Background: an optimization exercise with open tools, aiming at small area. Do not read the settings as production practice.
At most, simulation tests tie the RTL to the original design; equivalence was not proved.
The RTL of run 3 was laid out without a check of its function.
Power figures rest on the tool's default switching activity, not on a simulated workload.

File: flow/config.mk
export PLATFORM = sky130hd
export DESIGN_NAME = mojo_top
export DESIGN_NICKNAME = mojo_top
export VERILOG_FILES = /design/flow/design.v
export SDC_FILE = /design/flow/constraint.sdc
export NUM_CORES = 4
export LEC_CHECK = 0
export CAP_MARGIN = 20
export CORE_MARGIN = 2
export CORE_UTILIZATION = 40
export SLEW_MARGIN = 20
File: flow/constraint.sdc
create_clock -name core_clock -period 20.0 [get_ports {clk}]
set_input_delay 4.0000 -clock core_clock [delete_from_list [all_inputs] [get_ports {clk}]]
set_output_delay 4.0000 -clock core_clock [all_outputs]
set_load 0.01 [all_outputs]
File: flow/design.v
module mojo_top(
    input clk,
    input rst_n,
    input [23:0] io_dip,
    output [23:0] io_led,
    output [7:0] led,
    output data_out
    );
wire rst = ~rst_n;  
wire flash_trigger;            
wire [31:0] division_ratio;    
reg load, ws_reset;            
wire ready;                    
reg [23:0] command;
parameter on = 24'b001111110011111100111111;
parameter off = 24'b000000000000000000000000;
wire [7:0] num_leds;
assign num_leds = io_dip[7:0];
wire [31:0]freq;
assign freq = 32'b00000000000010011000100101101000;
assign division_ratio = freq;  
clock_divider cd1(clk, rst, division_ratio, flash_trigger);
ws2812 ws1(clk, rst, command[23:16], command[15:8], command[7:0], load, ws_reset, data_out, ready);
always @ (flash_trigger) begin
  if (flash_trigger) begin
    command <= on;
  end else begin
    command <= off;
  end
end  
reg [7:0] led_index;
reg [4:0] state, next_state;
assign led[4:0] = state;
assign led[7] = ready;
assign led[6] = ws_reset;
assign led[5] = load;
assign io_led = command;
parameter IDLE = 0;
parameter WRITE_LED = 1;
parameter RESET = 2;
always @ (posedge clk) begin
  if (rst) begin
    state <= IDLE;
    next_state <= IDLE;
    led_index <= 1;
    load <= 0;
    ws_reset <= 0;
  end else if (ready == 1) begin
    case (state) 
      IDLE : begin
        load <= 1;
        next_state <= WRITE_LED;
      end
      WRITE_LED : begin
        load <= 1;
        if (led_index >= (num_leds-1)) next_state <= RESET;
        else next_state <= WRITE_LED;
        led_index <= led_index + 1;
      end  
      RESET : begin
        led_index <= 1;
        load <= 1;
        ws_reset <= 1;
        next_state <= IDLE;
      end
    endcase
    state <= next_state;
  end else begin
    load <= 0;
    ws_reset <= 0;
    state <= next_state;
  end
end  
endmodule  
module ws2812(
    input clk,
    input rst,
    input [7:0] r,
    input [7:0] g,
    input [7:0] b,
    input load,
    input ws_reset,
    output reg dataline,
    output reg ready
    );
parameter IDLE       = 3'b000;
parameter PULSE_DATA = 3'b010;
parameter WS_RST     = 3'b011;
reg [2:0] state;
parameter RESET_TICKS = 3000;   
parameter ONE_HIGH_TICKS = 40;
parameter ONE_LOW_TICKS = 22;
parameter ZERO_HIGH_TICKS = 20;
parameter ZERO_LOW_TICKS = 42;
reg [23:0] data;   
reg [31:0] counter;   
reg bit_state;
reg [31:0] data_index;
reg [31:0] counter_target;
always @ (posedge clk) begin
  if (rst) begin
    state <= IDLE;
    ready <= 0;
    dataline <= 0;
    counter <= 0;
    counter_target <= 0;
    data_index <= 0;
    bit_state <= 0;
    data <= 0;
  end else begin
    case (state)
      IDLE : begin
        if (ws_reset) begin
          state <= WS_RST;
          counter <= 0;
          counter_target <= RESET_TICKS;
          ready <= 0;
        end else if (load == 1) begin
          ready <= 0;
          data[15:8] <= r;
          data[23:16] <= g;
          data[7:0] <= b;
          state <= PULSE_DATA;
          data_index <= 24;
          if (g[7] == 1) counter_target <= ONE_HIGH_TICKS;
          else if (g[7] == 0) counter_target <= ZERO_HIGH_TICKS;
          counter <= 0;
          dataline <= 1;
        end else begin
          ready <= 1;
        end
      end
      PULSE_DATA : begin
        if (data_index == 0) begin
          state <= IDLE;
          dataline <= 0;
        end else begin  
          ready <= 0;
          if (dataline == 1) begin
            if (counter == counter_target) begin
              dataline <= 0;
              counter <= 0;
              if (data[data_index-1] == 1) counter_target <= ONE_LOW_TICKS;
              else if (data[data_index-1] == 0) counter_target <= ZERO_LOW_TICKS;
            end else begin
              counter <= counter + 1;
            end
          end else begin
            if (counter == counter_target) begin
              dataline <= 1;
              counter <= 0;
              if (data[data_index-2] == 1) counter_target <= ONE_HIGH_TICKS;
              else if (data[data_index-2] == 0) counter_target <= ZERO_HIGH_TICKS;
              data_index <= data_index - 1;
            end else begin
              counter <= counter + 1;
            end
          end
        end
      end
      WS_RST : begin
        if (counter > counter_target) begin
          state <= IDLE;
        end else begin
          counter <= counter + 1;
          ready <= 0;
        end
      end
    endcase
  end
end  
endmodule
module clock_divider(
    input clk_in,
    input rst,
    input [31:0] divisor,
    output reg clk_out
    );
reg [31:0] counter;
always @ (posedge clk_in) begin
  if (rst) begin
    clk_out <= 0;
    counter <= 0;
  end else 
  if (counter == divisor) begin
    clk_out <= ~clk_out;
    counter <= 0;
  end else begin
    counter <= counter + 1;
  end
end
endmodule
File: flow/run.sh
#!/bin/bash
# synth_recipe.tcl (not shown) runs the flow's synth.tcl, then flattens the netlist and writes it again
# the make line also repeats each setting of config.mk as NAME=value (left out here)
make -C /OpenROAD-flow-scripts/flow DESIGN_CONFIG=/design/flow/config.mk WORK_HOME=/design/flow/orfs CLKGATE_MAP_FILE= SYNTH_SCRIPT=/design/flow/synth_recipe.tcl finish
==> results.sh, run 1 <==
export IMPL_vias=5693
export IMPL_fin_skew_ns=0.007321
export IMPL_cts_sinks=121
export IMPL_routed_via_density=5.346
export IMPL_run_status="complete, no violations"
export IMPL_nNetsFinal=889
export IMPL_worstHoldPathType="flop to flop"
export IMPL_crit_fanout=3
export IMPL_fmax_mhz=167.7
export IMPL_rrSetupSlack_ns=16.66
export IMPL_fin_ws_ns=14.04
export IMPL_holdPathEnd="state[1]"
export IMPL_synth_area_leaders="dfxtp_1 36%, xor2_1 6.5%, nor2_1 6.4%, ha_1 5.4%, nand2_1 3.5%"
export IMPL_cts_root_buf="clkbuf_16"
export IMPL_power_switching_uw=421.6
export IMPL_p_clk_frac=0.283
export IMPL_p_per_area_mw_per_mm2=137.7
export IMPL_cts_max_path_buffers=2
export IMPL_ys_ff_latch=121
export IMPL_synth_edff_count=0
export IMPL_cts_buffers=17
export IMPL_postCtsHoldBufs=0
export IMPL_r2r_end="ws1.counter[31]"
export IMPL_hold_depth=1
export IMPL_cts_resized=0
export IMPL_peakVddDrop_mv=0.07704
export IMPL_route_detailed_drc=0
export IMPL_path_clk_slew_ns=0.05
export IMPL_hpwl_microns=9663
export IMPL_portBuffers=33
export IMPL_dp_cells=1035
export IMPL_rsz0062_at_grt="false"
export IMPL_hold_viol=0
export IMPL_synth_cells=829
export IMPL_arrival_ns=6.26
export IMPL_cap_violations=0
export IMPL_clock_latency_ns=0.41
export IMPL_htreeDepth=4
export IMPL_synth_most_common_cell="dfxtp_1"
export IMPL_p_comb_frac=0.418
export IMPL_yosys_warnings=3
export IMPL_diodes=0
export IMPL_synth_seq_area_share=0.3575
export IMPL_synth_largest_area_cell="dfxtp_1"
export IMPL_min_period_ns=5.962
export IMPL_netlist_top_cells_count="121 x dfxtp_1, 116 x nor2_1, 64 x nand2_1, 50 x xor2_1, 43 x nand3_1"
export IMPL_start_util=0.4086
export IMPL_cts_tree="done"
export IMPL_place_ws_ns=13.61
export IMPL_wirelength_microns=14170
export IMPL_timing_worst_setup_path_type="primary input to flop"
export IMPL_finalPower_mw=1.060
export IMPL_swShare=0.3977
export IMPL_finalSetupTns_ns=0
export IMPL_grt_pass1_wl_microns=24130
export IMPL_p_int_uw=638.4
export IMPL_wl_per_cell_microns=13.30
export IMPL_finalMaxSlewViolations=0
export IMPL_die_area_sq_mm=0.01800
export IMPL_fin_cells=1065
export IMPL_globalRouteOverflowTotal=0
export IMPL_fin_crit_sh=0.2981
export IMPL_worst_setup_path_start_kind="primary input"
export IMPL_first_global_vias=5181
export IMPL_synth_distinct_cells=64
export IMPL_fillers=1649
export IMPL_post_synth_cell_area_avg_sq_um=8.174
export IMPL_synthFlopType="dfxtp_1"
export IMPL_layout_drive_gt1_share=0.05207
export IMPL_power_frac_seq=0.299
export IMPL_synth_async_sr_flop_share=0
export IMPL_setup_viol=0
export IMPL_worst_slew_margin_rel=0.3724
export IMPL_rr_worst_depth=9
export IMPL_die_w_microns=134.2
export IMPL_rows=47
export IMPL_core_sq_mm=0.01658
export IMPL_grtUsageTotal=0.1633
export IMPL_num_io_pins=59
export IMPL_cp_required_ns=20.30
export IMPL_drtIter0Drc=282
export IMPL_antenna_found_initial=0
export IMPL_gp_congestion=0.8374
export IMPL_p_leak_nw=2.870
export IMPL_worstHoldStart="next_state[1]"
export IMPL_syn_area_sq_mm=0.006776
export IMPL_syn2layout_area_growth_pct=13.63
export IMPL_synth_top_area_share=0.3575
export IMPL_die_h_microns=134.2
export IMPL_worst_pin_slew_ns=0.9414
export IMPL_endpoint_kind="flop"
export IMPL_grt_max_degree=42
export IMPL_rr_startpoint="ws1.counter_target[9]"
export IMPL_post_cts_buffers=0
export IMPL_ant_nets=0
export IMPL_drtPass1Iterations=5
power groups by stage:
stage	Combinational, mW	Sequential [mW]	Clock [mW]
3_3_place_gp	0.439	0.321	0
3_5_place_dp	0.441	0.321	0
2_1_floorplan	0.364	0.311	0
5_1_grt	0.501	0.323	0.319
6_report	0.443	0.317	0.300
4_1_cts	0.443	0.317	0.308
worst max-delay path, cell delays in order:
cell and delay, ns:
clkdlybuf4s50_1 0.41, inv_1 0.11, ha_1 0.19, nand2_1 0.09
or3_1 0.36, xor2_1 0.16, ha_1 0.19, or4_1 0.54
a41o_1 0.20
metrics by stage:
stage / cell area (sq um) / util / hold WS, ns
after global routing: 7700 / 0.4643 / 0.4822
final: 7700 / 0.4643 / 0.4590
after CTS: 7694 / 0.4639 / 0.4708
after detailed placement: 7113 / 0.4289 / 0.4396
after global placement: 7113 / 0.4289 / 0.4320
after floorplan: 6807 / - / 0.4205
kinds of logic after synthesis:
family / after synthesis / share of synthesized area
simple gates: 399 / 0.3048
fa+ha+maj: 29 / 0.05355
buf+inv: 85 / 0.06462
xor+xnor: 73 / 0.09435
compound gates: 117 / 0.1187
other cells: 1 / 0.0005534
mux: 4 / 0.005909
flops: 121 / 0.3575
cell usage in the layout (no fill, tap or decap), types with 7 or more instances in the layout:
master           count
buf_4                7
o211ai_1             7
a21boi_1             7
or4_1               17
nand2_1             64
o21ai_1             10
inv_1               23
clkbuf_16           17
and4_1               7
nand2b_1             7
clkdlybuf4s50_1     33
o21ai_0             15
ha_1                29
nor3_1              23
nand3b_1             9
conb_1               9
and2_1               9
xor2_1              50
nor4_1              17
nand4_1             29
a21oi_1             28
xnor2_1             23
dfxtp_1            121
or3_1               14
nor2_1             116
and3_1              14
nand3_1             43
nor2b_1             10
how the worst max path moves through the flow:
stage                         end  slack (ns)  depth (start not counted)  startpoint
floorplan           next_state[1]       14.21                          8   io_dip[0]
global placement    next_state[1]       13.62                          9   io_dip[0]
detailed placement  next_state[1]       13.61                          9   io_dip[0]
CTS                 next_state[1]       14.05                          9   io_dip[0]
global route        next_state[1]       13.90                          9   io_dip[0]
finish              next_state[1]       14.04                          9   io_dip[0]
per-layer routing:
metal  global-route usage  wire, microns  up-vias
met5                    0              0        -
met4              0.05380            140        0
met3              0.04422            618       12
met2               0.2636           6326      112
met1               0.2119           7085     2641
li1                     -              -     2928
final cells by class:
class | instances | area, sq um | area share
inverter | 23 | 86.33 | 0.01121
multi-input combinational | 631 | 3953 | 0.5133
tap | 220 | 275.3 | 0.03575
timing repair buffer | 40 | 382.9 | 0.04972
clock inverter | 7 | 92.59 | 0.01202
sequential | 121 | 2422 | 0.3146
clock buffer | 23 | 488.0 | 0.06337
state kept, by name, indices dropped and copies added (netlist names), 2 cells and up:
name	cells
ws1.state	2
cd1.counter	32
ws1.counter_target	5
led_index	8
next_state	2
ws1.data_index	32
state	2
ws1.counter	32
==> inputs of run 2 (changes only) <==
==> flow/design.v (replaced) <==
module mojo_top(
    input clk,
    input rst_n,
    input [23:0] io_dip,
    output [23:0] io_led,
    output [7:0] led,
    output data_out
    );
wire rst = ~rst_n;
wire [7:0] num_leds = io_dip[7:0];
localparam [19:0] DIV_S0 = 20'hFFFFF;
localparam [19:0] DIV_TC = 20'hCB39A;
reg [19:0] div;
reg flash;
wire div_tc = (div == DIV_TC);
always @(posedge clk) begin
  if (rst | div_tc) div <= DIV_S0;
  else div <= {div[18:0], div[19] ^ div[16]};
  if (rst) flash <= 1'b0;
  else if (div_tc) flash <= ~flash;
end
assign io_led = flash ? 24'h3F3F3F : 24'h000000;
localparam [11:0] K_IDLE0 = 12'd1537;
localparam [11:0] K_RST0  = 12'd2631;
reg [11:0] k;
reg rmode;
reg fbit;
wire ready  = ~k[11] & k[10] & k[9] & k[1];    
wire idle2  = ready & k[0];                     
wire ws_reset;
always @(posedge clk) begin
  if (rst) k <= K_IDLE0;
  else if (idle2) k <= ws_reset ? K_RST0 : 12'd0;
  else k <= k + 12'd1;
  if (idle2) begin
    rmode <= ws_reset;
    fbit <= flash;
  end
end
wire [5:0] ph = k[5:0];
wire [2:0] bi = k[8:6];
wire dbit = fbit & (bi[2] | bi[1]);
wire hi = dbit ? (ph <= 6'd40) : (ph <= 6'd20);
wire past_end = k[10] & k[9] & (k[1] | k[0]);   
assign data_out = ~rmode & ~past_end & hi;
reg [1:0] state, next_state;
reg [7:0] led_index;
reg load;
wire last_led = (num_leds != 8'd0) & ({1'b0, led_index} + 9'd1 >= {1'b0, num_leds});
assign ws_reset = load & (ready ? (state == 2'd2) : (state == 2'd0));
always @(posedge clk) begin
  if (rst) begin
    state <= 2'd0;
    next_state <= 2'd0;
    led_index <= 8'd1;
    load <= 1'b0;
  end else begin
    load <= ready;
    state <= next_state;
    if (ready) begin
      case (state)
        2'd0: next_state <= 2'd1;
        2'd1: begin
          next_state <= last_led ? 2'd2 : 2'd1;
          led_index <= led_index + 8'd1;
        end
        default: begin
          next_state <= 2'd0;
          led_index <= 8'd1;
        end
      endcase
    end
  end
end
assign led = {ready, ws_reset, load, 3'b000, state};
endmodule
==> results.sh, run 2 <==
export IMPL_arrival_ns=2.31
export IMPL_p_per_area_mw_per_mm2=71.67
export IMPL_postCtsHoldBufs=0
export IMPL_synth_edff_count=2
export IMPL_nNetsFinal=312
export IMPL_syn2layout_area_growth_pct=11.77
export IMPL_peakVddDrop_mv=0.05356
export IMPL_drtPass1Iterations=4
export IMPL_post_cts_buffers=0
export IMPL_fin_skew_ns=0.002947
export IMPL_vias=1759
export IMPL_grt_max_degree=22
export IMPL_grt_pass1_wl_microns=7514
export IMPL_setup_viol=0
export IMPL_cts_root_buf="clkbuf_8"
export IMPL_p_comb_frac=0.116
export IMPL_power_switching_uw=47.79
export IMPL_synthFlopType="dfxtp_1"
export IMPL_synth_cells=265
export IMPL_largest_register_ffs=20
export IMPL_path_clk_slew_ns=0.09
export IMPL_drtIter0Drc=75
export IMPL_die_h_microns=82.34
export IMPL_synth_area_leaders="dfxtp_1 38%, buf_4 9.5%, ha_1 5.6%, xnor2_1 3.2%, or2_2 3.1%"
export IMPL_num_io_pins=59
export IMPL_rows=28
export IMPL_antenna_found_initial=0
export IMPL_layout_drive_gt1_share=0.09455
export IMPL_largest_registers="div: 20 flops, k: 12 flops, led_index: 8 flops"
export IMPL_cts_resized=0
export IMPL_swShare=0.2430
export IMPL_rsz0062_at_grt="false"
export IMPL_cts_tree="done"
export IMPL_worst_pin_slew_ns=0.9291
export IMPL_worst_setup_path_start_kind="flop"
export IMPL_crit_fanout=12
export IMPL_yosys_warnings=1
export IMPL_route_detailed_drc=0
export IMPL_fin_crit_sh=0.3157
export IMPL_clock_latency_ns=0.29
export IMPL_finalSetupTns_ns=0
export IMPL_syn_area_sq_mm=0.002455
export IMPL_timing_worst_setup_path_type="flop to output port"
export IMPL_worstHoldPathType="flop to flop"
export IMPL_first_global_vias=1610
export IMPL_grtUsageTotal=0.1422
export IMPL_cts_sinks=48
export IMPL_ys_ff_latch=48
export IMPL_p_int_uw=148.9
export IMPL_p_clk_frac=0.357
export IMPL_die_w_microns=82.34
export IMPL_die_area_sq_mm=0.006780
export IMPL_hold_viol=0
export IMPL_start_util=0.4146
export IMPL_place_ws_ns=13.94
export IMPL_netlist_top_cells_count="46 x dfxtp_1, 31 x buf_4, 15 x nand2_1, 14 x a21oi_1"
export IMPL_synth_most_common_cell="dfxtp_1"
export IMPL_synth_seq_area_share=0.3996
export IMPL_finalMaxSlewViolations=0
export IMPL_run_status="complete, no violations"
export IMPL_cp_required_ns=16.00
export IMPL_fmax_mhz=158.4
export IMPL_regMostFlops="div"
export IMPL_synth_distinct_cells=52
export IMPL_cap_violations=0
export IMPL_synth_largest_area_cell="dfxtp_1"
export IMPL_cts_max_path_buffers=2
export IMPL_mostFrequentLayoutCell="dfxtp_1"
export IMPL_synth_async_sr_flop_share=0
export IMPL_mostFrequentLayoutCells="46 x dfxtp_1, 33 x clkdlybuf4s50_1, 15 x nand2_1"
export IMPL_ant_nets=0
export IMPL_diodes=0
export IMPL_htreeDepth=2
export IMPL_synth_top_area_share=0.3751
export IMPL_p_leak_nw=1.077
export IMPL_wl_per_cell_microns=12.41
export IMPL_post_synth_cell_area_avg_sq_um=9.264
export IMPL_portBuffers=33
export IMPL_min_period_ns=6.315
export IMPL_worst_slew_margin_rel=0.3740
export IMPL_core_sq_mm=0.005921
export IMPL_globalRouteOverflowTotal=0
export IMPL_cts_buffers=5
export IMPL_wirelength_microns=4343
export IMPL_routed_via_density=5.026
export IMPL_endpoint_kind="output port"
export IMPL_hpwl_microns=3165
export IMPL_gp_congestion=0.7607
export IMPL_power_frac_seq=0.527
export IMPL_fin_ws_ns=13.69
## run 2: cell count changes in the layout (fill, tap and decap cells not counted), sizes merged, moves of 27 or more
cell,before,now
nand2,65,15
nand4,29,2
dfxtp,121,46
nand3,43,10
xor2,50,6
nor2,117,9
## run 2: worst max-delay path, stage by stage, from the launching register on
cell	delay (ns)
dfxtp_1	0.43
nand4b_2	0.35
xnor2_1	0.23
nor3_1	0.37
clkdlybuf4s50_1	0.64
## run 2: logic make-up after synthesis
group,count (synthesis),synth area share
flops,48,0.3996
other cells,1,0.001528
simple gates,89,0.2253
compound gates,48,0.1228
mux,1,0.004078
buf+inv,52,0.1371
xor+xnor,15,0.05352
fa+ha+maj,11,0.05606
## run 2: cell type report
cell class	instances	area (sq um)
clock buffer	7	118.9
timing repair buffer	33	330.3
tap	75	93.84
sequential	48	980.9
inverter	14	52.55
multi-input combinational	173	1167
fill	566	3177
## run 2: power by group through the flow
stage                     clock [mW]  combinational [mW]  sequential [mW]
after global routing          0.0768              0.0261            0.104
after global placement             0              0.0227            0.106
after detailed placement           0              0.0229            0.106
after floorplan                    0              0.0189            0.105
after CTS                     0.0722              0.0230            0.104
final                         0.0703              0.0228            0.104
## run 2: metrics by stage
step | cell area, sq um | hold slack (ns) | std cells | util | total power [mW]
floorplan | 2485 | 0.4013 | 273 | - | 0.1236
global placement | 2625 | 0.4050 | 343 | 0.4434 | 0.1286
global route | 2744 | 0.4588 | 350 | 0.4634 | 0.2071
finish | 2744 | 0.4304 | 350 | 0.4634 | 0.1967
CTS | 2744 | 0.4341 | 350 | 0.4634 | 0.1988
detailed placement | 2625 | 0.4155 | 343 | 0.4434 | 0.1287
## run 2: per-layer routing
layer  track usage  vias to the layer above  routed length [microns]
li1              -                      900                        -
met1        0.1991                      828                     2234
met2        0.2169                       26                     1914
met3       0.03587                        5                      156
met4       0.03833                        0                       37
met5             0                        -                        0
## run 2: path summary, 6_finish.rpt
| path | startpoint | end | slack (ns) | cells after the start |
|---|---|---|---|---|
| min | div[13] | div[14] | 0.43 | 1 |
| min reg2reg | div[13] | div[14] | 0.43 | 1 |
| max reg2reg | led_index[0] | next_state[1] | 17.35 | 9 |
| max | k[1] | led[6] | 13.69 | 4 |
==> inputs of run 3 (changes only) <==
--- a/flow/design.v
+++ b/flow/design.v
@@ -8,14 +8,13 @@
     );
 wire rst = ~rst_n;
 wire [7:0] num_leds = io_dip[7:0];
-localparam [19:0] DIV_S0 = 20'hFFFFF;
-localparam [19:0] DIV_TC = 20'hCB39A;
+localparam [19:0] DIV_TC = 20'h13BDC;
 reg [19:0] div;
 reg flash;
 wire div_tc = (div == DIV_TC);
 always @(posedge clk) begin
-  if (rst | div_tc) div <= DIV_S0;
-  else div <= {div[18:0], div[19] ^ div[16]};
+  if (rst | div_tc) div <= 20'h00000;
+  else div <= {~div[18:0], ~(div[19] ^ div[16])};
   if (rst) flash <= 1'b0;
   else if (div_tc) flash <= ~flash;
 end
@@ -46,7 +45,15 @@
 reg [1:0] state, next_state;
 reg [7:0] led_index;
 reg load;
-wire last_led = (num_leds != 8'd0) & ({1'b0, led_index} + 9'd1 >= {1'b0, num_leds});
+wire [8:0] li_inc = {1'b0, led_index} + 9'd1;
+wire [7:0] nl_n = ~num_leds;
+wire [8:0] lc;
+assign lc[0] = 1'b1;
+genvar gi;
+generate for (gi = 0; gi < 8; gi = gi + 1) begin : lchain
+  assign lc[gi+1] = (li_inc[gi] & nl_n[gi]) | (lc[gi] & (li_inc[gi] | nl_n[gi]));
+end endgenerate
+wire last_led = (num_leds != 8'd0) & (li_inc[8] | lc[8]);
 assign ws_reset = load & (ready ? (state == 2'd2) : (state == 2'd0));
 always @(posedge clk) begin
   if (rst) begin
@@ -62,7 +69,7 @@
         2'd0: next_state <= 2'd1;
         2'd1: begin
           next_state <= last_led ? 2'd2 : 2'd1;
-          led_index <= led_index + 8'd1;
+          led_index <= li_inc[7:0];
         end
         default: begin
           next_state <= 2'd0;
==> flow/flow/run.sh (new file) <==
#!/bin/bash
# Standard ORFS layout (the standard.sh), with two changes:
#  - port buffers use the smallest buffer cell instead of the default choice;
#  - clock tree built from the cells in flow/cts_args.txt, without dummy loads.
set -euo pipefail
export BUFFER_PORTS_ARGS="-buffer_cell sky130_fd_sc_hd__buf_1"
export CTS_ARGS="$(cat flow/cts_args.txt)"
bash standard.sh finish > flow_orfs.log 2>&1
==> flow/flow/cts_args.txt (new file) <==
-sink_clustering_enable -repair_clock_nets -dont_use_dummy_load -buf_list sky130_fd_sc_hd__clkbuf_8
==> flow/standard.sh (new file) <==
#!/bin/bash
# synth_recipe.tcl (not shown) runs the flow's synth.tcl, then flattens the netlist and writes it again
# the make line also repeats each setting of config.mk as NAME=value (left out here)
make -C /OpenROAD-flow-scripts/flow DESIGN_CONFIG=/design/flow/config.mk WORK_HOME=/design/flow/orfs CLKGATE_MAP_FILE= SYNTH_SCRIPT=/design/flow/synth_recipe.tcl "${@:-finish}"
--- a/flow/config.mk
+++ b/flow/config.mk
@@ -5,6 +5,7 @@
 export SDC_FILE = /design/flow/constraint.sdc
 export NUM_CORES = 4
 export LEC_CHECK = 0
+export ABC_AREA = 1
 export CAP_MARGIN = 20
 export CORE_MARGIN = 2
 export CORE_UTILIZATION = 40
removed: flow/run.sh
==> results.sh, run 3 <==
export IMPL_wl_per_cell_microns=9.801
export IMPL_crit_fanout=4
export IMPL_grt_pass1_wl_microns=6534
export IMPL_netlist_top_cells_count="71 x nand2_1, 46 x dfxtp_1, 41 x nor2_1, 32 x inv_1, 30 x buf_4"
export IMPL_worstHoldPathType="flop to flop"
export IMPL_fillers=595
export IMPL_first_global_vias=1561
export IMPL_synth_distinct_cells=36
export IMPL_regMostFlops="div"
export IMPL_route_detailed_drc=0
export IMPL_fin_crit_sh=0.2879
export IMPL_seqCellArea_sq_um=980.9
export IMPL_p_comb_frac=0.133
export IMPL_power_switching_uw=48.77
export IMPL_hold_viol=0
export IMPL_timing_worst_setup_path_type="flop to output port"
export IMPL_synth_most_common_cell="nand2_1"
export IMPL_clock_latency_ns=0.30
export IMPL_fin_skew_ns=0.01839
export IMPL_hpwl_microns=2959
export IMPL_largest_registers="div: 20 flops, k: 12 flops, led_index: 8 flops"
export IMPL_peakVddDrop_mv=0.04282
export IMPL_die_h_microns=80.38
export IMPL_cap_violations=0
export IMPL_synth_area_leaders="dfxtp_1 39%, nand2_1 11%, buf_4 9.7%, nor2_1 6.6%, nand3_1 5.1%"
export IMPL_setup_viol=0
export IMPL_finalMaxSlewViolations=0
export IMPL_drtIter0Drc=71
export IMPL_portBuffers=33
export IMPL_cts_sinks=48
export IMPL_power_frac_seq=0.589
export IMPL_start_util=0.4186
export IMPL_synth_cells=314
export IMPL_dr_wl_met3_microns=176
export IMPL_die_w_microns=80.38
export IMPL_synth_seq_area_share=0.4204
export IMPL_swShare=0.2671
export IMPL_cp_required_ns=16.00
export IMPL_syn_area_sq_mm=0.002333
export IMPL_synthFlopType="dfxtp_1"
export IMPL_drtPass1Iterations=4
export IMPL_rsz0062_at_grt="false"
export IMPL_ant_nets=0
export IMPL_worstHoldStart="div[8]"
export IMPL_gp_congestion=0.7830
export IMPL_finalSetupTns_ns=0
export IMPL_worst_pin_slew_ns=0.6439
export IMPL_mostFrequentLayoutCell="nand2_1"
export IMPL_ys_ff_latch=48
export IMPL_arrival_ns=1.76
export IMPL_nNetsFinal=356
export IMPL_cts_tree="done"
export IMPL_largest_register_ffs=20
export IMPL_fmax_mhz=173.6
export IMPL_globalRouteOverflowTotal=0
export IMPL_p_per_area_mw_per_mm2=76.36
export IMPL_rows=27
export IMPL_finalPower_uw=182.6
export IMPL_cts_root_buf="clkbuf_8"
export IMPL_syn2layout_area_growth_pct=2.466
export IMPL_final_core_util=0.4290
export IMPL_htreeDepth=2
export IMPL_p_clk_frac=0.278
export IMPL_cts_max_path_buffers=2
export IMPL_worst_setup_path_start_kind="flop"
export IMPL_diodes=0
export IMPL_drt_met1_wl_microns=2001
export IMPL_wirelength_microns=3891
export IMPL_die_area_sq_mm=0.006461
export IMPL_rr_startpoint="led_index[0]"
export IMPL_top_layer="met4"
export IMPL_endpoint_kind="output port"
export IMPL_synth_largest_area_cell="dfxtp_1"
export IMPL_synth_async_sr_flop_share=0
export IMPL_vias=1768
export IMPL_cp_startpoint="k[0]"
export IMPL_antenna_found_initial=0
export IMPL_synth_top_area_share=0.3946
export IMPL_worst_slew_margin_rel=0.5679
export IMPL_num_io_pins=59
export IMPL_cts_buffers=5
export IMPL_met2WireLength_microns=1664
export IMPL_run_status="complete, no violations"
export IMPL_mostFrequentLayoutCells="71 x nand2_1, 46 x dfxtp_1, 41 x nor2_1"
export IMPL_post_cts_buffers=0
export IMPL_p_leak_nw=0.9927
export IMPL_grtUsageTotal=0.1296
export IMPL_routed_via_density=4.453
export IMPL_min_period_ns=5.759
export IMPL_multiInputGateArea_sq_um=992.2
export IMPL_layout_drive_gt1_share=0.06462
export IMPL_grt_max_degree=22
export IMPL_post_synth_cell_area_avg_sq_um=7.431
export IMPL_path_clk_slew_ns=0.09
export IMPL_p_int_uw=133.8
export IMPL_cts_resized=0
export IMPL_postCtsHoldBufs=0
export IMPL_core_sq_mm=0.005574
export IMPL_synth_edff_count=2
export IMPL_yosys_warnings=1
## run 3: path summary, 6_finish.rpt
check	to	slack [ns]	depth (start not counted)
max	data_out	14.24	7
min	div[9]	0.39	1
max reg2reg	next_state[0]	18.05	11
min reg2reg	div[9]	0.39	1
## run 3: cell families after synthesis
kind of cell	share of synthesized area
AOI/OAI and AO/OA	0.05952
xor gates and xnor gates	0.02199
adders and majority gates	0.01609
buffers and inverters	0.1673
DFF	0.4204
other	0.001607
and+or+nand+nor	0.3131
## run 3: final cells by class
type                       count  share of cell area
timing repair buffer          33             0.05181
multi-input combinational    203              0.4150
clock buffer                   5             0.02878
tap                           72             0.03768
sequential                    48              0.4103
inverter                      36             0.05652
## run 3: worst max-delay path: stages (launching register included)
cell,delay [ns]
dfxtp_1,0.34
inv_1,0.10
ha_1,0.17
inv_1,0.06
o211ai_1,0.15
a21oi_1,0.08
a2111oi_0,0.37
buf_1,0.20
## run 3: power by group through the flow
stage	sequential [mW]	combinational [mW]	clock, mW
6_report	0.107	0.0243	0.0508
5_1_grt	0.108	0.0280	0.0565
4_1_cts	0.108	0.0247	0.0528
3_5_place_dp	0.110	0.0246	0
3_3_place_gp	0.110	0.0241	0
2_1_floorplan	0.109	0.0216	0
## run 3: routing by layer
| metal | vias up | global-route usage |
|---|---|---|
| li1 | 976 | - |
| met1 | 758 | 0.1696 |
| met2 | 29 | 0.2025 |
| met3 | 5 | 0.04157 |
| met4 | 0 | 0.04068 |
| met5 | - | 0 |
## run 3: stage by stage
step	cell area, sq um	instances	worst slack (ns)	hold slack (ns)
floorplan	2364	322	14.59	0.3836
global placement	2322	392	14.51	0.3915
detailed placement	2322	392	14.56	0.3967
CTS	2391	397	14.23	0.3848
global route	2391	397	14.09	0.4145
finish	2391	397	14.24	0.3858
==> inputs of run 4 (changes only) <==
--- a/flow/design.v
+++ b/flow/design.v
@@ -45,7 +45,10 @@
 reg [1:0] state, next_state;
 reg [7:0] led_index;
 reg load;
-wire [8:0] li_inc = {1'b0, led_index} + 9'd1;
+wire st_write = ~state[1] & state[0];
+wire li_en = ready & st_write;             
+wire li_ld = rst | (ready & state[1]);     
+wire [8:0] li_inc = {1'b0, led_index} + {8'd0, li_en};
 wire [7:0] nl_n = ~num_leds;
 wire [8:0] lc;
 assign lc[0] = 1'b1;
@@ -54,28 +57,19 @@
   assign lc[gi+1] = (li_inc[gi] & nl_n[gi]) | (lc[gi] & (li_inc[gi] | nl_n[gi]));
 end endgenerate
 wire last_led = (num_leds != 8'd0) & (li_inc[8] | lc[8]);
-assign ws_reset = load & (ready ? (state == 2'd2) : (state == 2'd0));
+assign ws_reset = load & (ready ? state[1] : ~state[1] & ~state[0]);
 always @(posedge clk) begin
+  led_index <= li_ld ? 8'd1 : li_inc[7:0];
   if (rst) begin
     state <= 2'd0;
     next_state <= 2'd0;
-    led_index <= 8'd1;
     load <= 1'b0;
   end else begin
     load <= ready;
     state <= next_state;
     if (ready) begin
-      case (state)
-        2'd0: next_state <= 2'd1;
-        2'd1: begin
-          next_state <= last_led ? 2'd2 : 2'd1;
-          led_index <= li_inc[7:0];
-        end
-        default: begin
-          next_state <= 2'd0;
-          led_index <= 8'd1;
-        end
-      endcase
+      next_state[1] <= st_write & last_led;
+      next_state[0] <= ~state[1] & ~(state[0] & last_led);
     end
   end
 end
==> results.sh, run 4 <==
export IMPL_run_status="complete, no violations"
export IMPL_setup_viol=0
export IMPL_rows=27
export IMPL_num_io_pins=59
export IMPL_antenna_found_initial=0
export IMPL_grt_busiest_layer="met2"
export IMPL_synth_edff_count=2
export IMPL_cts_sinks=48
export IMPL_fmax_mhz=173.3
export IMPL_worstHoldStart="div[14]"
export IMPL_drtPass1Iterations=4
export IMPL_cp_required_ns=16.00
export IMPL_finalMaxSlewViolations=0
export IMPL_rr_startpoint="k[9]"
export IMPL_grt_use_met3=0.03563
export IMPL_mostFrequentLayoutCell="nand2_1"
export IMPL_peakVddDrop_mv=0.05787
export IMPL_synth_cells=291
export IMPL_synth_largest_area_cell="dfxtp_1"
export IMPL_worst_slew_margin_rel=0.5889
export IMPL_placed_cell_area_sq_mm=0.002212
export IMPL_post_cts_buffers=0
export IMPL_grtUsageTotal=0.1215
export IMPL_cpMaxStageDelayCell="dfxtp_1"
export IMPL_mostFrequentLayoutCells="62 x nand2_1, 46 x dfxtp_1, 45 x nor2_1"
export IMPL_cp_depth=8
export IMPL_timing_worst_setup_path_type="flop to output port"
export IMPL_regMostFlops="div"
export IMPL_multiInputGateArea_sq_um=893.4
export IMPL_hold_depth=1
export IMPL_synth_top_area_share=0.4177
export IMPL_htreeDepth=2
export IMPL_rr_worst_depth=19
export IMPL_nNetsFinal=336
export IMPL_cts_max_path_buffers=2
export IMPL_yosys_warnings=1
export IMPL_crit_family="buffers and inverters"
export IMPL_die_h_microns=78.24
export IMPL_ys_ff_latch=48
export IMPL_synth_most_common_cell="nand2_1"
export IMPL_post_synth_cell_area_avg_sq_um=7.576
export IMPL_finalSetupTns_ns=0
export IMPL_p_leak_nw=1.005
export IMPL_crit_fanout=7
export IMPL_die_w_microns=78.24
export IMPL_netlist_top_cells_count="62 x nand2_1, 46 x dfxtp_1, 45 x nor2_1, 33 x inv_1, 30 x buf_4"
export IMPL_gp_congestion=0.7502
export IMPL_vias=1658
export IMPL_wl_per_cell_microns=9.218
export IMPL_rsz0062_at_grt="false"
export IMPL_fillers=560
export IMPL_cts_buffers=5
export IMPL_postCtsHoldBufs=0
export IMPL_grt_max_degree=22
export IMPL_endpoint_kind="output port"
export IMPL_worstPathCellList="nand2_1 -> nor3_2 -> inv_1 -> nor2_1 -> inv_1 -> nand2_1 -> a21oi_1 -> buf_1"
export IMPL_largest_registers="div: 20 flops, k: 12 flops, led_index: 8 flops"
export IMPL_worstHoldPathType="flop to flop"
export IMPL_fin_ws_ns=14.23
export IMPL_cts_resized=0
export IMPL_arrival_ns=1.77
export IMPL_finalInstanceArea_sq_mm=0.002281
export IMPL_synth_distinct_cells=31
export IMPL_min_period_ns=5.769
export IMPL_core_sq_mm=0.005405
export IMPL_portBuffers=33
export IMPL_largest_register_ffs=20
export IMPL_syn_area_sq_mm=0.002205
export IMPL_synth_seq_area_share=0.4449
export IMPL_cts_root_buf="clkbuf_8"
export IMPL_cts_tree="done"
export IMPL_cp_startpoint="k[9]"
export IMPL_seqCellArea_sq_um=980.9
export IMPL_p_per_area_mw_per_mm2=79.39
export IMPL_syn2layout_area_growth_pct=3.462
export IMPL_clock_latency_ns=0.29
export IMPL_synth_async_sr_flop_share=0
export IMPL_die_area_sq_mm=0.006122
export IMPL_hpwl_microns=2699
export IMPL_fin_crit_sh=0.2885
export IMPL_cp_slowest_stage_delay_ns=0.34
export IMPL_worstPathBufferInverterCount=3
export IMPL_use_met2=0.1940
export IMPL_layout_drive_gt1_share=0.04276
export IMPL_worst_pin_slew_ns=0.6166
export IMPL_route_detailed_drc=0
export IMPL_synthFlopType="dfxtp_1"
export IMPL_diodes=0
export IMPL_path_clk_slew_ns=0.09
export IMPL_place_ws_ns=14.52
export IMPL_grt_pass1_wl_microns=5934
export IMPL_ant_nets=0
export IMPL_holdWs_ns=0.4098
export IMPL_drtIter0Drc=49
export IMPL_hold_viol=0
export IMPL_start_util=0.4079
export IMPL_worst_setup_path_start_kind="flop"
export IMPL_use_met1=0.1591
export IMPL_cap_violations=0
export IMPL_routed_via_density=4.410
export IMPL_wirelength_microns=3466
export IMPL_first_global_vias=1396
export IMPL_synth_area_leaders="dfxtp_1 42%, nand2_1 11%, buf_4 10%, nor2_1 7.7%, inv_1 5.6%"
export IMPL_fin_skew_ns=0.01514
export IMPL_globalRouteOverflowTotal=0
-- run 4: cell types whose count changed in the layout (fill, tap and decap cells not counted), sizes merged, moves of 2 or more --
cell	previous run	this run
inv	35	33
nand2	74	63
nor3b	3	1
nor4	2	4
a21oi	14	7
nor3	2	4
nand3	25	21
-- run 4: worst paths after layout --
path,end,slack (ns)
min reg2reg,div[15],0.41
max reg2reg,next_state[1],17.48
min,div[15],0.41
max,led[6],14.23
-- run 4: final cells by class --
type	instances	area share
inverter	33	0.05431
timing repair buffer	33	0.05431
clock buffer	5	0.03017
sequential	48	0.4301
multi-input combinational	185	0.3917
tap	72	0.03950
-- run 4: kinds of logic after synthesis --
family                     after synthesis  synth area share
and+or+nand+nor                        149            0.3002
buffers and inverters                   66            0.1635
DFF                                     48            0.4449
AOI/OAI and AO/OA                       18           0.04654
adders and majority gates                5           0.02724
xor gates and xnor gates                 4           0.01589
other                                    1          0.001701
-- run 4: metal layers --
| layer | wire length, microns | part of all wire | vias up |
|---|---|---|---|
| li1 | - | - | 908 |
| met1 | 1759 | 0.51 | 731 |
| met2 | 1574 | 0.45 | 15 |
| met3 | 101 | 0.029 | 4 |
| met4 | 29 | 0.0084 | 0 |
| met5 | 0 | 0 | - |
-- run 4: power by group --
group	leakage, nW	switching, mW	total (mW)	internal [mW]
combinational	0.572	0.0151	0.0230	0.00794
sequential	0.397	0.00419	0.107	0.103
clock	0.0359	0.0282	0.0508	0.0226
total	1.00	0.0474	0.181	0.134
-- run 4: worst reg2reg max path, cell delays in order (launching register included) --
cell and delay (ns):
dfxtp_1 0.37, nand2_1 0.12, nor3_2 0.18, inv_1 0.19, nor2_1 0.12, inv_1 0.07, nor2_1 0.14, ha_1 0.23
nand2_2 0.09, nor2_4 0.12, nand4_2 0.12, or2_0 0.22, nand2_1 0.08, nand2_1 0.05, nand2_1 0.05, inv_1 0.03
nand2_1 0.05, nand2_1 0.07, nand3_1 0.07, nand2_1 0.05
-- run 4: through the flow --
step | std cells | utilization | total power [mW]
2_1_floorplan | 299 | - | 0.1290
3_3_place_gp | 371 | 0.4093 | 0.1327
3_5_place_dp | 371 | 0.4093 | 0.1331
4_1_cts | 376 | 0.4220 | 0.1840
5_1_grt | 376 | 0.4220 | 0.1920
6_report | 376 | 0.4220 | 0.1811
==> inputs of run 5 (changes only) <==
--- a/flow/config.mk
+++ b/flow/config.mk
@@ -5,7 +5,6 @@
 export SDC_FILE = /design/flow/constraint.sdc
 export NUM_CORES = 4
 export LEC_CHECK = 0
-export ABC_AREA = 1
 export CAP_MARGIN = 20
 export CORE_MARGIN = 2
 export CORE_UTILIZATION = 40
==> results.sh, run 5 <==
export IMPL_fin_skew_ns=0.01689
export IMPL_synth_most_common_cell="dfxtp_1"
export IMPL_synthMuxAreaShare=0
export IMPL_path_clk_slew_ns=0.09
export IMPL_run_status="complete, no violations"
export IMPL_synth_xor_area_share=0.07697
export IMPL_ant_nets=0
export IMPL_cts_buffers=5
export IMPL_synth_top_family_by_area="simple AND/OR/NAND/NOR gates"
export IMPL_clock_latency_ns=0.29
export IMPL_synth_async_sr_flop_share=0
export IMPL_wirelength_microns=3460
export IMPL_worst_setup_path_start_kind="flop"
export IMPL_post_synth_cell_area_avg_sq_um=9.279
export IMPL_rows=26
export IMPL_rr_startpoint="k[9]"
export IMPL_grtUsageTotal=0.1189
export IMPL_synth_largest_area_cell="dfxtp_1"
export IMPL_core_sq_mm=0.005172
export IMPL_cp_required_ns=16.00
export IMPL_fin_crit_sh=0.2956
export IMPL_p_comb_frac=0.100
export IMPL_grt_use_met3=0.03372
export IMPL_synth_fa_ha_area_frac=0.02778
export IMPL_power_frac_seq=0.607
export IMPL_drtPass1Iterations=4
export IMPL_start_util=0.4180
export IMPL_diodes=0
export IMPL_synth_distinct_cells=49
export IMPL_finalMaxSlewViolations=0
export IMPL_antenna_found_initial=0
export IMPL_fillers=547
export IMPL_p_per_area_mw_per_mm2=78.17
export IMPL_die_w_microns=77.52
export IMPL_worst_pin_slew_ns=0.6646
export IMPL_mostFrequentLayoutCells="46 x dfxtp_1, 33 x buf_1, 31 x nor2_1"
export IMPL_synth_cells=233
export IMPL_portBuffers=33
export IMPL_yosys_warnings=1
export IMPL_die_area_sq_mm=0.006009
export IMPL_rsz0062_at_grt="false"
export IMPL_grt_max_degree=21
export IMPL_wl_per_cell_microns=10.95
export IMPL_hold_viol=0
export IMPL_htreeDepth=2
export IMPL_use_met2=0.1835
export IMPL_synthFlopType="dfxtp_1"
export IMPL_grt_busiest_layer="met2"
export IMPL_die_h_microns=77.52
export IMPL_route_detailed_drc=0
export IMPL_synth_seq_area_share=0.4537
export IMPL_endpoint_kind="output port"
export IMPL_setup_viol=0
export IMPL_yosys_area_share_simple=0.2407
export IMPL_cts_sinks=48
export IMPL_finalInstanceArea_sq_mm=0.002231
export IMPL_largest_registers="div: 20 flops, k: 12 flops, led_index: 8 flops"
export IMPL_ys_ff_latch=48
export IMPL_routed_via_density=4.649
export IMPL_nNetsFinal=278
export IMPL_worstHoldStart="div[5]"
export IMPL_post_cts_buffers=0
export IMPL_regMostFlops="div"
export IMPL_cts_resized=0
export IMPL_finalSetupTns_ns=0
export IMPL_p_leak_nw=0.8677
export IMPL_syn2layout_area_growth_pct=3.183
export IMPL_first_global_vias=1289
export IMPL_swShare=0.2465
export IMPL_num_io_pins=59
export IMPL_cts_tree="done"
export IMPL_power_switching_uw=42.99
export IMPL_cap_violations=0
export IMPL_cp_startpoint="k[9]"
export IMPL_min_period_ns=5.912
export IMPL_worst_slew_margin_rel=0.5569
export IMPL_largest_register_ffs=20
export IMPL_use_met1=0.1521
export IMPL_crit_fanout=7
export IMPL_globalRouteOverflowTotal=0
export IMPL_vias=1469
export IMPL_peakVddDrop_mv=0.03658
export IMPL_netlist_top_cells_count="46 x dfxtp_1, 31 x buf_4, 31 x nor2_1, 14 x nand2_1, 14 x xor2_1"
export IMPL_fmax_mhz=169.1
export IMPL_placed_cell_area_sq_mm=0.002162
export IMPL_drtIter0Drc=23
export IMPL_gp_congestion=0.7730
export IMPL_worstHoldPathType="flop to flop"
export IMPL_arrival_ns=1.91
export IMPL_syn_area_sq_mm=0.002162
export IMPL_p_clk_frac=0.292
export IMPL_synth_top_area_share=0.4259
export IMPL_postCtsHoldBufs=0
export IMPL_grt_pass1_wl_microns=5761
export IMPL_cts_root_buf="clkbuf_8"
export IMPL_synth_edff_count=2
export IMPL_synth_area_leaders="dfxtp_1 43%, buf_4 11%, xor2_1 5.7%, nor2_1 5.4%, edfxtp_1 2.8%"
export IMPL_layout_drive_gt1_share=0.05691
export IMPL_synth_compound_area_frac=0.07697
export IMPL_hpwl_microns=2577
export IMPL_p_int_uw=131.4
export IMPL_mostFrequentLayoutCell="dfxtp_1"
export IMPL_timing_worst_setup_path_type="flop to output port"
export IMPL_cts_max_path_buffers=2
## run 5: cell types whose count changed in the layout (fill, tap and decap cells not counted), moves of 4 or more
cell,before,now
and3_1,0,5
nor2_1,45,31
nand2_1,62,14
nor4_1,4,0
xor2_1,3,14
inv_1,33,5
xnor2_1,1,5
nand3_1,21,11
nor2b_1,0,6
## run 5: worst max-delay path, stage by stage (launching register included)
cell      delay, ns
dfxtp_1        0.40
nand2_1        0.09
or3_1          0.43
inv_2          0.15
nand2_1        0.07
a21boi_0       0.30
buf_1          0.19
## run 5: logic make-up after synthesis
logic type | count (synthesis)
buf+inv | 39
other cells | 1
fa+ha+maj | 5
compound gates | 24
simple gates | 97
flops | 48
xor+xnor | 19
## run 5: per-layer routing
layer	share of wire	vias to the layer above
met5	0	-
met4	0.022	0
met3	0.040	8
met2	0.44	31
met1	0.49	662
li1	-	768
## run 5: final cells by class
class | instances | area (sq um) | area share
sequential | 48 | 980.9 | 0.4397
multi-input combinational | 154 | 947.2 | 0.4246
timing repair buffer | 33 | 123.9 | 0.05552
tap | 70 | 87.58 | 0.03926
clock buffer | 5 | 68.82 | 0.03085
inverter | 6 | 22.52 | 0.01010
## run 5: worst paths after layout
path,endpoint,slack (ns),cells after the start
setup reg to reg,next_state[1],17.14,11
setup / recovery,led[6],14.09,6
hold / removal,div[6],0.40,1
hold reg to reg,div[6],0.40,1
## run 5: stage by stage
step                instances  utilization  worst slack, ns  hold slack, ns  total power, mW
floorplan                 241            -            14.65          0.3833           0.1229
global placement          311       0.4180            14.40          0.3889           0.1255
detailed placement        311       0.4180            14.38          0.3980           0.1259
CTS                       316       0.4313            14.06          0.4079           0.1771
global route              316       0.4313            13.91          0.4204           0.1832
finish                    316       0.4313            14.09          0.3973           0.1744
## run 5: power by group through the flow
stage / Sequential (mW) / Combinational [mW] / Clock [mW]
floorplan: 0.107 / 0.0157 / 0
finish: 0.106 / 0.0175 / 0.0510
CTS: 0.106 / 0.0178 / 0.0533
global route: 0.107 / 0.0203 / 0.0562
detailed placement: 0.108 / 0.0177 / 0
global placement: 0.108 / 0.0175 / 0
==> inputs of run 6 (changes only) <==
==> flow/flow/cts_args.txt (replaced) <==
-sink_clustering_enable -sink_clustering_size 50 -sink_clustering_max_diameter 400 -dont_use_dummy_load -repair_clock_nets -buf_list sky130_fd_sc_hd__clkbuf_16
==> results.sh, run 6 <==
export IMPL_fmax_mhz=169.5
export IMPL_synth_distinct_cells=49
export IMPL_timing_worst_setup_path_type="flop to output port"
export IMPL_grt_max_degree=21
export IMPL_portBuffers=33
export IMPL_largest_register_ffs=20
export IMPL_cts_resized=0
export IMPL_finalMaxSlewViolations=0
export IMPL_setup_viol=0
export IMPL_die_h_microns=77.52
export IMPL_gp_congestion=0.7730
export IMPL_p_int_uw=153.1
export IMPL_syn2layout_area_growth_pct=5.787
export IMPL_synth_cells=233
export IMPL_worst_slew_margin_rel=0.5604
export IMPL_nNetsFinal=278
export IMPL_drtPass1Iterations=2
export IMPL_endpoint_kind="output port"
export IMPL_layout_drive_gt1_share=0.05691
export IMPL_worst_pin_slew_ns=0.6594
export IMPL_post_synth_cell_area_avg_sq_um=9.279
export IMPL_synth_edff_count=2
export IMPL_ys_ff_latch=48
export IMPL_synth_area_leaders="dfxtp_1 43%, buf_4 11%, xor2_1 5.7%, nor2_1 5.4%, edfxtp_1 2.8%"
export IMPL_run_status="complete, no violations"
export IMPL_worstHoldPathType="flop to flop"
export IMPL_clock_latency_ns=0.28
export IMPL_wl_per_cell_microns=11.09
export IMPL_num_io_pins=59
export IMPL_post_cts_buffers=0
export IMPL_cpMostUsedCell="nand2_1"
export IMPL_die_area_sq_mm=0.006009
export IMPL_cts_root_buf="clkbuf_16"
export IMPL_synth_top_family_by_area="simple AND/OR/NAND/NOR gates"
export IMPL_start_util=0.4180
export IMPL_p_leak_nw=0.8934
export IMPL_ant_nets=0
export IMPL_cp_required_ns=16.00
export IMPL_routed_via_density=4.620
export IMPL_power_switching_uw=45.12
export IMPL_drtIter0Drc=26
export IMPL_synth_compound_area_frac=0.07697
export IMPL_worst_setup_path_start_kind="flop"
export IMPL_first_global_vias=1292
export IMPL_cp_slowest_stage_delay_ns=0.42
export IMPL_core_sq_mm=0.005172
export IMPL_netlist_top_cells_count="46 x dfxtp_1, 31 x buf_4, 31 x nor2_1, 14 x nand2_1, 14 x xor2_1"
export IMPL_mostFrequentLayoutCells="46 x dfxtp_1, 33 x buf_1, 31 x nor2_1"
export IMPL_cts_buffers=5
export IMPL_globalRouteOverflowTotal=0
export IMPL_grtUsageTotal=0.1216
export IMPL_worstPathCellList="nand2_1 -> or3_1 -> inv_2 -> nand2_1 -> a21boi_0 -> buf_1"
export IMPL_yosys_area_share_simple=0.2407
export IMPL_diodes=0
export IMPL_fin_skew_ns=0.01188
export IMPL_p_comb_frac=0.088
export IMPL_vias=1460
export IMPL_synth_top_area_share=0.4259
export IMPL_peakVddDrop_mv=0.04991
export IMPL_cap_violations=0
export IMPL_yosys_warnings=1
export IMPL_rsz0062_at_grt="false"
export IMPL_synthMuxAreaShare=0
export IMPL_fillers=536
export IMPL_largest_registers="div: 20 flops, k: 12 flops, led_index: 8 flops"
export IMPL_rows=26
export IMPL_min_period_ns=5.900
export IMPL_hold_viol=0
export IMPL_htreeDepth=2
export IMPL_synthFlopType="dfxtp_1"
export IMPL_synth_most_common_cell="dfxtp_1"
export IMPL_antenna_found_initial=0
export IMPL_p_per_area_mw_per_mm2=86.66
export IMPL_finalInstanceArea_sq_mm=0.002287
export IMPL_cts_tree="done"
export IMPL_placed_cell_area_sq_mm=0.002162
export IMPL_synth_seq_area_share=0.4537
export IMPL_p_clk_frac=0.377
export IMPL_path_clk_slew_ns=0.06
export IMPL_swShare=0.2276
export IMPL_crit_fanout=7
export IMPL_fin_crit_sh=0.2950
export IMPL_synth_xor_area_share=0.07697
export IMPL_synth_fa_ha_area_frac=0.02778
export IMPL_synth_async_sr_flop_share=0
export IMPL_hpwl_microns=2577
export IMPL_finalSetupTns_ns=0
export IMPL_syn_area_sq_mm=0.002162
export IMPL_holdWs_ns=0.4030
export IMPL_die_w_microns=77.52
export IMPL_regMostFlops="div"
export IMPL_finalPower_uw=198.2
export IMPL_grt_pass1_wl_microns=5802
export IMPL_synth_largest_area_cell="dfxtp_1"
export IMPL_cpMaxStageDelayCell="or3_1"
export IMPL_cts_max_path_buffers=2
export IMPL_cts_sinks=48
export IMPL_arrival_ns=1.90
export IMPL_route_detailed_drc=0
export IMPL_postCtsHoldBufs=0
export IMPL_wirelength_microns=3505
export IMPL_mostFrequentLayoutCell="dfxtp_1"
export IMPL_power_frac_seq=0.535
## run 6: cell counts after synthesis
Identical to the previous run, type by type.
## run 6: critical path: cells and delay by family, from the launching register on
family,cells,cell delay (ns)
AOI/OAI and AO/OA,1,0.31
buffers and inverters,2,0.33
DFF,1,0.39
and+or+nand+nor,3,0.58
## run 6: area by class of cell
class	instances	area [sq um]	area share
clock buffer	5	125.1	0.05470
sequential	48	980.9	0.4289
tap	70	87.58	0.03829
timing repair buffer	33	123.9	0.05416
multi-input combinational	154	947.2	0.4141
inverter	6	22.52	0.009847
## run 6: cells by family (layout without fill, tap and decap cells)
kind of cell    after synthesis  count (layout)
buf+inv                      39              44
flops                        48              48
simple gates                 97              97
compound gates               24              24
fa+ha+maj                     5               5
other cells                   1               9
xor+xnor                     19              19
## run 6: worst paths after layout
kind,from,endpoint,slack [ns],depth (start not counted)
min reg2reg,div[5],div[6],0.40,1
max reg2reg,k[9],next_state[1],17.15,11
max,k[9],led[6],14.10,6
min,div[5],div[6],0.40,1
## run 6: layer usage
metal | global-route usage | vias up | share of wire
li1 | - | 772 | -
met1 | 0.1536 | 658 | 0.50
met2 | 0.1835 | 23 | 0.44
met3 | 0.03372 | 7 | 0.033
met4 | 0.07500 | 0 | 0.023
met5 | 0 | - | 0
## run 6: power by group through the flow
| stage | registers, mW | logic, mW | clock network [mW] |
|---|---|---|---|
| after floorplan | 0.107 | 0.0157 | 0 |
| after global placement | 0.108 | 0.0175 | 0 |
| after detailed placement | 0.108 | 0.0177 | 0 |
| after CTS | 0.106 | 0.0178 | 0.0779 |
| after global routing | 0.107 | 0.0203 | 0.0810 |
| final | 0.106 | 0.0174 | 0.0747 |
## run 6: stage by stage
stage / util / setup slack [ns] / instances
2_1_floorplan: - / 14.65 / 241
3_3_place_gp: 0.4180 / 14.40 / 311
3_5_place_dp: 0.4180 / 14.38 / 311
4_1_cts: 0.4422 / 14.08 / 316
5_1_grt: 0.4422 / 13.94 / 316
6_report: 0.4422 / 14.10 / 316

-- re-timing with driven ports --
The flow's constraints put no driver on any port. The routed layouts listed below were extracted and timed again, unchanged, in two steps. Step 1: set_driving_cell puts a clkbuf_16 on clk and a buf_2 on each other input, an assumption about the parent block. Step 2 times the ports against the registers' clock, not the clock port: input delays grow and output delays shrink by t, the midpoint of the rising clock arrivals with the driver on. a / b / c = ideal / step 1 / step 2; a / b = the first two.
| run | t, ns | setup WS [ns] | worst setup path at the end | worst register clock-pin slew, ns |
|---|---|---|---|---|
| run 1 | 0.449 | 14.038 / 14.058 / 13.609 | input to register | 0.05 / 0.05 |
| run 2 | 0.318 | 13.685 / 13.659 / 13.948 | input to register | 0.09 / 0.09 |
| run 3 | 0.318 | 14.241 / 14.216 / 14.534 | register to output | 0.09 / 0.09 |
| run 4 | 0.310 | 14.231 / 14.206 / 14.516 | register to output | 0.09 / 0.09 |
| run 5 | 0.310 | 14.088 / 14.063 / 14.373 | register to output | 0.09 / 0.09 |
| run 6 | 0.307 | 14.100 / 14.068 / 14.375 | register to output | 0.06 / 0.06 |
After both steps every run listed still meets setup and hold. For run 1, which loses most, drivers alone change the setup slack by +0.020 ns; drivers and shift together by -0.429 ns.
